Source: an optimization exercise on an open RTL-to-GDS flow (aim: small area). Production flows keep margins and buffers that such runs may drop. Only simulation tests tie the RTL to the original design; equivalence was not proved. No activity file was given, so power comes from the tool's default toggle rates.

==> willow <==
==> flow/design.v (excerpt) <==
module NEO (Enable, Load, clk, rst, Full, Data_out, Data_in, write_en);
Settings: LEC_CHECK=0, CAP_MARGIN=20, CORE_MARGIN=2, CORE_UTILIZATION=40, SLEW_MARGIN=20, SYNTH_HIERARCHICAL=1; clock period 9.0 ns.
standard.sh (not shown) runs the stock make flow with config.mk's settings and CLKGATE_MAP_FILE= SYNTH_SCRIPT=/design/flow/synth_recipe.tcl, a recipe that flattens the netlist after the stock synthesis.
==> flow/flow/run.sh <==
#!/bin/bash
# Own layout flow: the standard ORFS flow, with the port buffers made
# with the smallest buffer cell instead of the default choice.
set -euo pipefail
export BUFFER_PORTS_ARGS="-buffer_cell sky130_fd_sc_hd__buf_1"
export REMOVE_ABC_BUFFERS=1
export GPL_TIMING_DRIVEN=0
bash standard.sh synth > synth.log 2>&1
bash standard.sh finish > layout.log 2>&1
==> maple: changes against willow <==
==> flow/flow/run.sh (replaced) <==
#!/bin/bash
# Own layout flow: the standard ORFS flow (standard.sh, unchanged
# synthesis), with these changes to the layout steps:
#  - port buffers use the smallest buffer cell (every port still gets one);
#  - ABC's buffers are removed at floorplan and global placement is not
#    timing driven (no gain-based rebuffering; timing repair still runs);
#  - clock tree built from small clock buffers, without dummy loads.
# Each step's output goes to its own log here; ORFS's own logs are under orfs/logs.
set -euo pipefail
export BUFFER_PORTS_ARGS="-buffer_cell sky130_fd_sc_hd__buf_1"
export REMOVE_ABC_BUFFERS=1
export GPL_TIMING_DRIVEN=0
export CTS_ARGS="-sink_clustering_enable -repair_clock_nets -dont_use_dummy_load -buf_list sky130_fd_sc_hd__clkbuf_4 -root_buf sky130_fd_sc_hd__clkbuf_8"
bash standard.sh synth > synth.log 2>&1
bash standard.sh finish > layout.log 2>&1
==> summary.txt <==
first-pass GRT wire length = 47000 µm
Reg power frac = 24.6%
Crit-path slowest cell = dfxtp_1
total internal power = 0.693 mW
Post-Layout Inst Area = 12400 µm²
net switching fraction of the power = 44.0%
met2 capacity usage during global routing = 33.5%
Worst Tran Pin Value = 0.913 ns
Antenna Diode Count = 1
outcome = no timing/DRC/antenna violations
Largest stage delay, worst path = 0.82 ns
detailed-routed wire length on met2 = 14700 µm
worst setup path start = PP[2]
# the run above: maple

==> summary.txt <==
outcome = no timing/DRC/antenna violations
total internal power = 0.825 mW
Antenna Diode Count = 0
first-pass GRT wire length = 47200 µm
Reg power frac = 21.7%
met2 capacity usage during global routing = 33.6%
Worst Tran Pin Value = 0.909 ns
Largest stage delay, worst path = 0.72 ns
die height = 177 µm
Post-Layout Inst Area = 12600 µm²
# the run above: willow


==> inputs of job 5998 <==
Another version of the RTL of NEO (not shown whole).
Design NEO, start of the top module:
module NEO (Enable, Load, clk, rst, Full, Data_out, Data_in, write_en);
  input Enable, Load, clk, Full, rst;
  input signed [15:0] Data_in;
  output signed [31:0] Data_out;
  output write_en;
  reg state;
  wire start = state & ~Full;
  assign write_en = start & Load;
  always @(posedge clk or posedge rst)
    if (rst) state <= 1'b0;
    else if (state) state <= ~Full;
    else state <= Enable;
  reg signed [15:0] PP, Prev, Current, Ahead;
  wire [31:0] psi;
  wire ld = start & ~rst;
  wire hold = ~start & ~rst;
  wire [15:0] ldv = {16{ld}};
  wire [15:0] holdv = {16{hold}};
  always @(posedge clk) begin
    PP <= (ldv & Prev) | (holdv & PP);
    Prev <= (ldv & Current) | (holdv & Prev);
    Current <= (ldv & Ahead) | (holdv & Current);
    Ahead <= (ldv & Data_in) | (holdv & Ahead);
  end
  assign Data_out = psi;
  wire n0 = Prev[1] & ~Prev[0];
  wire n1 = Prev[2] ^ Prev[1];
  wire n2 = (Prev[3] & ~Prev[2] & ~Prev[1]) | (~Prev[3] & Prev[2] & Prev[1]);
  wire n3 = ~(~Prev[3] & (Prev[2] | Prev[1]));
  wire n4 = ~(Prev[0] ^ n3);
  wire n5 = ~(Prev[2] ^ n3);
  wire n6 = ~(Prev[3] ^ n3);
  wire n7 = ~n3;
  wire n8 = Prev[4] ^ Prev[3];
  ...
Settings: LEC_CHECK=0, CAP_MARGIN=20, CORE_MARGIN=2, CORE_UTILIZATION=40, SLEW_MARGIN=20, SYNTH_HIERARCHICAL=1; clock period 9.0 ns.
==> flow/flow/run.sh <==
#!/bin/bash
# Own layout flow: the standard ORFS flow (standard.sh, unchanged
# synthesis), with these changes to the layout steps:
#  - port buffers use the smallest buffer cell (every port still gets one);
#  - ABC's buffers are removed at floorplan and global placement is not
#    timing driven (no gain-based rebuffering; timing repair still runs);
#  - clock tree built from small clock buffers, without dummy loads;
#  - no repair after global routing (its parasitic estimate is pessimistic);
#    instead the post-CTS timing repair aims 0.1 ns above zero slack.
# Each step's output goes to its own log here; ORFS's own logs are under orfs/logs.
set -euo pipefail
export BUFFER_PORTS_ARGS="-buffer_cell sky130_fd_sc_hd__buf_1"
export REMOVE_ABC_BUFFERS=1
export GPL_TIMING_DRIVEN=0
export SKIP_INCREMENTAL_REPAIR=1
export SETUP_SLACK_MARGIN=0.1
export CTS_ARGS="-sink_clustering_enable -repair_clock_nets -dont_use_dummy_load -buf_list sky130_fd_sc_hd__clkbuf_4 -root_buf sky130_fd_sc_hd__clkbuf_8"
bash standard.sh synth > synth.log 2>&1
bash standard.sh finish > layout.log 2>&1
==> inputs of job 9091, as changes to job 5998 <==
--- a/flow/flow/run.sh
+++ b/flow/flow/run.sh
@@ -7,5 +7,5 @@
 #  - clock tree built from small clock buffers, without dummy loads;
 #  - no repair after global routing (its parasitic estimate is pessimistic);
-#    instead the post-CTS timing repair aims 0.1 ns above zero slack.
+#    instead the post-CTS timing repair aims 0.25 ns above zero slack.
 # Each step's output goes to its own log here; ORFS's own logs are under orfs/logs.
 set -euo pipefail
@@ -14,5 +14,5 @@
 export GPL_TIMING_DRIVEN=0
 export SKIP_INCREMENTAL_REPAIR=1
-export SETUP_SLACK_MARGIN=0.1
+export SETUP_SLACK_MARGIN=0.25
 export CTS_ARGS="-sink_clustering_enable -repair_clock_nets -dont_use_dummy_load -buf_list sky130_fd_sc_hd__clkbuf_4 -root_buf sky130_fd_sc_hd__clkbuf_8"
 bash standard.sh synth > synth.log 2>&1
==> flow_metrics.tcl <==
set metrics [dict create \
    outcome "no timing/DRC/antenna violations" \
    layout_setup_ws_ps 133.0 \
    max-vdd-ir-drop_v 0.0001063 \
    final_cells 1455 \
    cp.arrival_ps 7070 \
    fin_nets 1334 \
    fin_hold_ws_ps 457.9 \
    p_comb_frac 0.480 \
    cell_internal_pwr_w 0.0005670 \
    area.sequential_sq_um 1311 \
    nNonClkBuffers 57 \
]
# the run above: job 5998

==> flow_metrics.tcl <==
set metrics [dict create \
    timing.max_cap.violations 0 \
    cell_internal_pwr_w 0.0005730 \
    final_cells 1458 \
    layout_setup_ws_ps 252.0 \
    clock_tree_area_fraction 0.01060 \
    crit_path_top_delay_cell "sky130_fd_sc_hd__nor2_2" \
    fin_nets 1337 \
    outcome "no timing/DRC/antenna violations" \
    fin_hold_ws_ps 460.7 \
    max-vdd-ir-drop_v 0.0001058 \
    p_comb_frac 0.485 \
    syn_inst 1140 \
    cp.arrival_ps 6950 \
]
# the run above: job 9091


==> 11-17: inputs <==
Another version of the RTL of NEO (not shown whole).
Settings: LEC_CHECK=0, CAP_MARGIN=20, CORE_MARGIN=2, CORE_UTILIZATION=40, SLEW_MARGIN=20, SYNTH_HIERARCHICAL=1; clock period 9.0 ns.
==> flow/flow/run.sh <==
#!/bin/bash
# Own layout flow: the standard ORFS flow, with the port buffers made
# with the smallest buffer cell instead of the default choice.
set -euo pipefail
export BUFFER_PORTS_ARGS="-buffer_cell sky130_fd_sc_hd__buf_1"
bash standard.sh synth > synth.log 2>&1
bash standard.sh finish > layout.log 2>&1
==> 09-01: changes against 11-17 <==
==> flow/run.sh (new file) <==
#!/bin/bash
# synth_recipe.tcl (not shown) runs the flow's synth.tcl, then flattens the netlist and writes it again
# the make line also repeats each setting of config.mk as NAME=value (left out here)
make -C /OpenROAD-flow-scripts/flow DESIGN_CONFIG=/design/flow/config.mk WORK_HOME=/design/flow/orfs CLKGATE_MAP_FILE= SYNTH_SCRIPT=/design/flow/synth_recipe.tcl finish
CAP_MARGIN = 0   (was 20)
SLEW_MARGIN = 0   (was 20)
removed: flow/flow/run.sh
removed: flow/standard.sh
==> 05-16: changes against 11-17 <==
--- a/flow/flow/run.sh
+++ b/flow/flow/run.sh
@@ -4,4 +4,6 @@
 set -euo pipefail
 export BUFFER_PORTS_ARGS="-buffer_cell sky130_fd_sc_hd__buf_1"
+export REMOVE_ABC_BUFFERS=1
+export GPL_TIMING_DRIVEN=0
 bash standard.sh synth > synth.log 2>&1
 bash standard.sh finish > layout.log 2>&1
==> notes.md <==
09-01 finished with timing, DRC and antenna clean. 11-17 ran to the end with no violations. 05-16 ran to the end with no violations. Clock skew, highest first: 11-17, 05-16, 09-01. Sequential cell count is the same in 09-01 and 05-16. Cell count: 09-01 is higher than 05-16 (about 3%). Setup slack, lowest first: 05-16, 09-01, 11-17. Via count: 05-16 < 11-17 < 09-01. Clock power is about the same in 05-16 and 09-01. Of 11-17 and 05-16, 11-17 has the higher maximum frequency (gap about 0.9%, measured against 05-16). Combinational power, highest first: 09-01, 11-17, 05-16. In synthesized area, 11-17 and 09-01 do not differ.
==> figures <==
	11-17	09-01	05-16
Run status	no timing/DRC/antenna violations	no timing/DRC/antenna violations	no timing/DRC/antenna violations
Clk power	323 uW	376 uW	379 uW
Upper clock frequency limit	0.1156 GHz	0.1152 GHz	0.1147 GHz
First drt pass iteration count	5	6	8
All-layer global routing usage	0.2045	0.2090	0.1888
P_comb	757 uW	905 uW	753 uW
Flip-flop and latch share of the layout cell area	0.1027	0.09888	0.1031
Clock input transition at the sequential cells of the worst setup and hold paths	50 ps	60 ps	60 ps
Fraction of area in multi-input gates	0.7824	0.7557	0.7929
Count of routing violations after the opening detailed-route iteration	773	745	619
ClkCell Share	0.02222	0.02429	0.02600
Final estimated routing congestion in global placement	0.9199	0.8858	0.8507
DR vias/cell	5.400	5.381	5.471
Number of global-route vias before repair	9202	9349	8666
Combinational cell fraction of total power	0.548	0.571	0.524
Met2 routed WL	14.57 mm	15.22 mm	14.47 mm
Switching pwr	591.6 uW	591.4 uW	588.1 uW
Worst Max-Slew Pin Slew	868.3 ps	1197 ps	943.9 ps
Final setup slack of the worst path	352.1 ps	317.2 ps	278.3 ps

==> inputs of job 109 <==
NEO, a different RTL version from the one above (not shown whole).
clock: 9.0 ns
lec_check: 0
cap_margin: 20
core_margin: 2
core_utilization: 40
slew_margin: 20
synth_hierarchical: 1
==> flow/flow/run.sh <==
#!/bin/bash
# Own layout flow: the standard ORFS flow (standard.sh, unchanged
# synthesis), with these changes to the layout steps:
#  - port buffers use the smallest buffer cell (every port still gets one);
#  - ABC's buffers are removed at floorplan and global placement is not
#    timing driven (no gain-based rebuffering; timing repair still runs);
#  - clock tree built from small clock buffers, without dummy loads.
# Each step's output goes to its own log here; ORFS's own logs are under orfs/logs.
set -euo pipefail
export BUFFER_PORTS_ARGS="-buffer_cell sky130_fd_sc_hd__buf_1"
export REMOVE_ABC_BUFFERS=1
export GPL_TIMING_DRIVEN=0
export RECOVER_POWER=100
export CTS_ARGS="-sink_clustering_enable -repair_clock_nets -dont_use_dummy_load -buf_list sky130_fd_sc_hd__clkbuf_4 -root_buf sky130_fd_sc_hd__clkbuf_8"
bash standard.sh synth > synth.log 2>&1
bash standard.sh finish > layout.log 2>&1
==> job 6971 (differences from job 109) <==
--- a/flow/flow/run.sh
+++ b/flow/flow/run.sh
@@ -12,3 +12,2 @@
 export GPL_TIMING_DRIVEN=0
-export RECOVER_POWER=100
 export CTS_ARGS="-sink_clustering_enable -repair_clock_nets -dont_use_dummy_load -buf_list sky130_fd_sc_hd__clkbuf_4 -root_buf sky130_fd_sc_hd__clkbuf_8"
==> job 7971 (differences from job 109) <==
--- a/flow/flow/run.sh
+++ b/flow/flow/run.sh
@@ -12,4 +12,3 @@
 export GPL_TIMING_DRIVEN=0
-export RECOVER_POWER=100
-export CTS_ARGS="-sink_clustering_enable -repair_clock_nets -dont_use_dummy_load -buf_list sky130_fd_sc_hd__clkbuf_4 -root_buf sky130_fd_sc_hd__clkbuf_8"
+export CTS_ARGS="-sink_clustering_enable -repair_clock_nets -dont_use_dummy_load -buf_list sky130_fd_sc_hd__clkbuf_2 -root_buf sky130_fd_sc_hd__clkbuf_4"
 bash standard.sh synth > synth.log 2>&1
==> qor.txt <==
Critical Path AT: 6820 ps
Status: no timing/DRC/antenna violations
Via-to-Cell Ratio: 5.39
Multi-input combinational area share: 79.4%
Fraction of area in registers: 11.0%
Clock share of power: 18.2%
Period utilization: 95.8%
-- figures above: job 7971

==> qor.txt <==
Status: no timing/DRC/antenna violations
Worst Path Required: 7200 ps
Iter 0 DRT Violations: 506
Synthesized area: 11700 um2
Worst Setup EP: Data_out[30]
Multi-input combinational area share: 79.5%
Multi-input gates: 998
Via-to-Cell Ratio: 5.40
Period utilization: 96.6%
HPWL Detailed: 22900 um
Critical Path AT: 6890 ps
Fraction of area in registers: 10.9%
Sequential area share after synthesis: 11.1%
-- figures above: job 6971

==> qor.txt <==
Status: failed layout checks
Failed Checks: capacitance limit, slew limit
Met2 usage: 32.5%
Slew Viols, Final: 66
Via-to-Cell Ratio: 5.40
PortBufs: 53
Critical Path AT: 6900 ps
Multi-input combinational area share: 79.5%
Max_cap viols: 1
Clock Buffer Count: 9
Period utilization: 96.6%
Clock share of power: 23.2%
Fraction of area in registers: 11.0%
-- figures above: job 109


==> run a: inputs <==
NEO, a different RTL version from the one above (not shown whole).
## NEO
module NEO (Enable, Load, clk, rst, Full, Data_out, Data_in, write_en);
  input Enable, Load, clk, Full, rst;
  input signed [15:0] Data_in;
  output signed [31:0] Data_out;
  output write_en;
  reg state;
  wire start = state & ~Full;
  assign write_en = start & Load;
  always @(posedge clk or posedge rst)
    if (rst) state <= 1'b0;
    else if (state) state <= ~Full;
    else state <= Enable;
  reg signed [15:0] PP, Prev, Current, Ahead;
  wire [31:0] psi;
  wire ld = start & ~rst;
  wire hold = ~start & ~rst;
  wire [15:0] ldv = {16{ld}};
  wire [15:0] holdv = {16{hold}};
  always @(posedge clk) begin
    PP <= (ldv & Prev) | (holdv & PP);
    Prev <= (ldv & Current) | (holdv & Prev);
    Current <= (ldv & Ahead) | (holdv & Current);
    Ahead <= (ldv & Data_in) | (holdv & Ahead);
  end
  assign Data_out = psi;
  wire n0 = Prev[1] & ~Prev[0];
  wire n1 = Prev[2] ^ Prev[1];
  ...
Settings: LEC_CHECK=0, CAP_MARGIN=20, CORE_MARGIN=2, CORE_UTILIZATION=40, SLEW_MARGIN=20, SYNTH_HIERARCHICAL=1; clock period 9.0 ns.
==> flow/flow/run.sh <==
#!/bin/bash
# Own layout flow: the standard ORFS flow (standard.sh, unchanged
# synthesis), with these changes to the layout steps:
#  - port buffers use the smallest buffer cell (every port still gets one);
#  - ABC's buffers are removed at floorplan and global placement is not
#    timing driven (no gain-based rebuffering; timing repair still runs);
#  - clock tree built from small clock buffers, without dummy loads;
#  - no repair after global routing (its parasitic estimate is pessimistic);
#    instead the post-CTS timing repair aims 0.1 ns above zero slack.
# Each step's output goes to its own log here; ORFS's own logs are under orfs/logs.
set -euo pipefail
export BUFFER_PORTS_ARGS="-buffer_cell sky130_fd_sc_hd__buf_1"
export REMOVE_ABC_BUFFERS=1
export GPL_TIMING_DRIVEN=0
export SKIP_INCREMENTAL_REPAIR=1
export SETUP_SLACK_MARGIN=0.1
export CTS_ARGS="-sink_clustering_enable -repair_clock_nets -dont_use_dummy_load -buf_list sky130_fd_sc_hd__clkbuf_4 -root_buf sky130_fd_sc_hd__clkbuf_8"
bash standard.sh synth > synth.log 2>&1
bash standard.sh finish > layout.log 2>&1
==> run b (differences from run a) <==
--- a/flow/design.v
+++ b/flow/design.v
@@ -10,20 +10,16 @@
     if (rst) state <= 1'b0;
     else if (state) state <= ~Full;
     else state <= Enable;
   reg signed [15:0] PP, Prev, Current, Ahead;
   wire [31:0] psi;
-  wire ld = start & ~rst;
-  wire hold = ~start & ~rst;
-  wire [15:0] ldv = {16{ld}};
-  wire [15:0] holdv = {16{hold}};
-  always @(posedge clk) begin
-    PP <= (ldv & Prev) | (holdv & PP);
-    Prev <= (ldv & Current) | (holdv & Prev);
-    Current <= (ldv & Ahead) | (holdv & Current);
-    Ahead <= (ldv & Data_in) | (holdv & Ahead);
-  end
+  always @(posedge clk)
+    if (rst) begin
+      PP <= 0; Prev <= 0; Current <= 0; Ahead <= 0;
+    end else if (start) begin
+      PP <= Prev; Prev <= Current; Current <= Ahead; Ahead <= Data_in;
+    end
   assign Data_out = psi;
   wire n0 = Prev[1] & ~Prev[0];
   wire n1 = Prev[2] ^ Prev[1];
   wire n2 = (Prev[3] & ~Prev[2] & ~Prev[1]) | (~Prev[3] & Prev[2] & Prev[1]);
   wire n3 = ~(~Prev[3] & (Prev[2] | Prev[1]));
==> run c (differences from run a) <==
--- a/flow/design.v
+++ b/flow/design.v
@@ -10,20 +10,16 @@
     if (rst) state <= 1'b0;
     else if (state) state <= ~Full;
     else state <= Enable;
   reg signed [15:0] PP, Prev, Current, Ahead;
   wire [31:0] psi;
-  wire ld = start & ~rst;
-  wire hold = ~start & ~rst;
-  wire [15:0] ldv = {16{ld}};
-  wire [15:0] holdv = {16{hold}};
-  always @(posedge clk) begin
-    PP <= (ldv & Prev) | (holdv & PP);
-    Prev <= (ldv & Current) | (holdv & Prev);
-    Current <= (ldv & Ahead) | (holdv & Current);
-    Ahead <= (ldv & Data_in) | (holdv & Ahead);
-  end
+  always @(posedge clk)
+    if (rst) begin
+      PP <= 0; Prev <= 0; Current <= 0; Ahead <= 0;
+    end else if (start) begin
+      PP <= Prev; Prev <= Current; Current <= Ahead; Ahead <= Data_in;
+    end
   assign Data_out = psi;
   wire n0 = Prev[1] & ~Prev[0];
   wire n1 = Prev[2] ^ Prev[1];
   wire n2 = (Prev[3] & ~Prev[2] & ~Prev[1]) | (~Prev[3] & Prev[2] & Prev[1]);
   wire n3 = ~(~Prev[3] & (Prev[2] | Prev[1]));
==> flow/flow/run.sh (replaced) <==
#!/bin/bash
# Own layout flow: the standard ORFS flow (standard.sh, unchanged
# synthesis), with these changes to the layout steps:
#  - port buffers use the smallest buffer cell (every port still gets one);
#  - ABC's buffers are removed at floorplan and global placement is not
#    timing driven (no gain-based rebuffering; timing repair still runs);
#  - clock tree built from small clock buffers, without dummy loads.
# Each step's output goes to its own log here; ORFS's own logs are under orfs/logs.
set -euo pipefail
export BUFFER_PORTS_ARGS="-buffer_cell sky130_fd_sc_hd__buf_1"
export REMOVE_ABC_BUFFERS=1
export GPL_TIMING_DRIVEN=0
export SKIP_INCREMENTAL_REPAIR=1
export SKIP_CTS_REPAIR_TIMING=1
export CTS_ARGS="-sink_clustering_enable -repair_clock_nets -dont_use_dummy_load -buf_list sky130_fd_sc_hd__clkbuf_4 -root_buf sky130_fd_sc_hd__clkbuf_8"
bash standard.sh synth > synth.log 2>&1
bash standard.sh finish > layout.log 2>&1
==> qor summary <==
quantity	run b	run a	run c
Mean routed wirelength per cell	17.8 um	19.3 um	17.8 um
Mux contribution to synthesized area	0%	0.0868%	0%
Final clock skew	0.0201 ns	0.0256 ns	0.0199 ns
Status	complete, no violations	complete, no violations	complete, but fails checks
Layout check failures	-	-	setup timing
Buffers excl. clock	56	57	55
Actual transition at the worst max-transition pin	1.23 ns	1.10 ns	1.21 ns
Post-CTS setup buffers	1	0	-
Multi-In Gates	1007	903	1007
Source-to-sink clock delay at the later pin of the worst-skew pair	0.34 ns	0.33 ns	0.34 ns
Area share of the leading cell type in the synthesized netlist	32.4%	33.0%	32.4%
Mean instance size in the synthesized netlist	9.17 um2	9.82 um2	9.17 um2
Worst supply voltage drop on vdd	0.107 mV	0.100 mV	0.108 mV
Delay of the slowest cell on the worst path	0.47 ns	0.60 ns	1.01 ns
Endpoint of the lowest-slack register-to-register path	Prev[2]$_SDFFE_PP0P_	Prev[1]$_DFF_P_	Prev[1]$_SDFFE_PP0P_
Power per Cell Area	79.2 nW/um2	79.4 nW/um2	78.5 nW/um2
# nets final	1475	1376	1474

==> port drivers added, routing unchanged <==
The results above use ideal ports. As a check the final layouts listed here were re-extracted and re-timed, cells and wires unchanged. Step 1 assumes that a clkbuf_16 drives the clock port and a buf_2 every other input. Step 2 times the ports against the registers' clock, not the clock port: input delays grow and output delays shrink by t, the midpoint of the rising clock arrivals with the driver on. a / b / c = no drivers / after step 1 / after step 2; a / b = the first two.
run	t, ns	slack for setup (ns)	worst setup path at the end	worst data-port slew with drivers (ns)	pins driven straight from the clock port
willow	0.360	0.423 / 0.386 / 0.746	register to output	0.03	1
maple	0.353	0.413 / 0.381 / 0.734	register to output	0.03	1
job 5998	0.359	0.133 / 0.101 / 0.460	register to output	0.04	1
job 9091	0.360	0.252 / 0.220 / 0.580	register to output	0.04	1
11-17	0.354	0.352 / 0.322 / 0.676	register to output	0.03	1
09-01	0.357	0.317 / 0.283 / 0.640	register to output	0.04	1
05-16	0.352	0.278 / 0.246 / 0.598	register to output	0.03	1
job 109	0.377	0.305 / 0.271 / 0.647	register to output	0.03	1
job 6971	0.378	0.306 / 0.271 / 0.649	register to output	0.03	1
job 7971	0.442	0.379 / 0.346 / 0.788	register to output	0.03	1
run a	0.359	0.262 / 0.225 / 0.584	register to output	0.04	1
run b	0.369	0.211 / 0.178 / 0.547	register to output	0.03	1
run c	0.367	-0.719 / -0.753 / -0.385	register to output	0.03	1
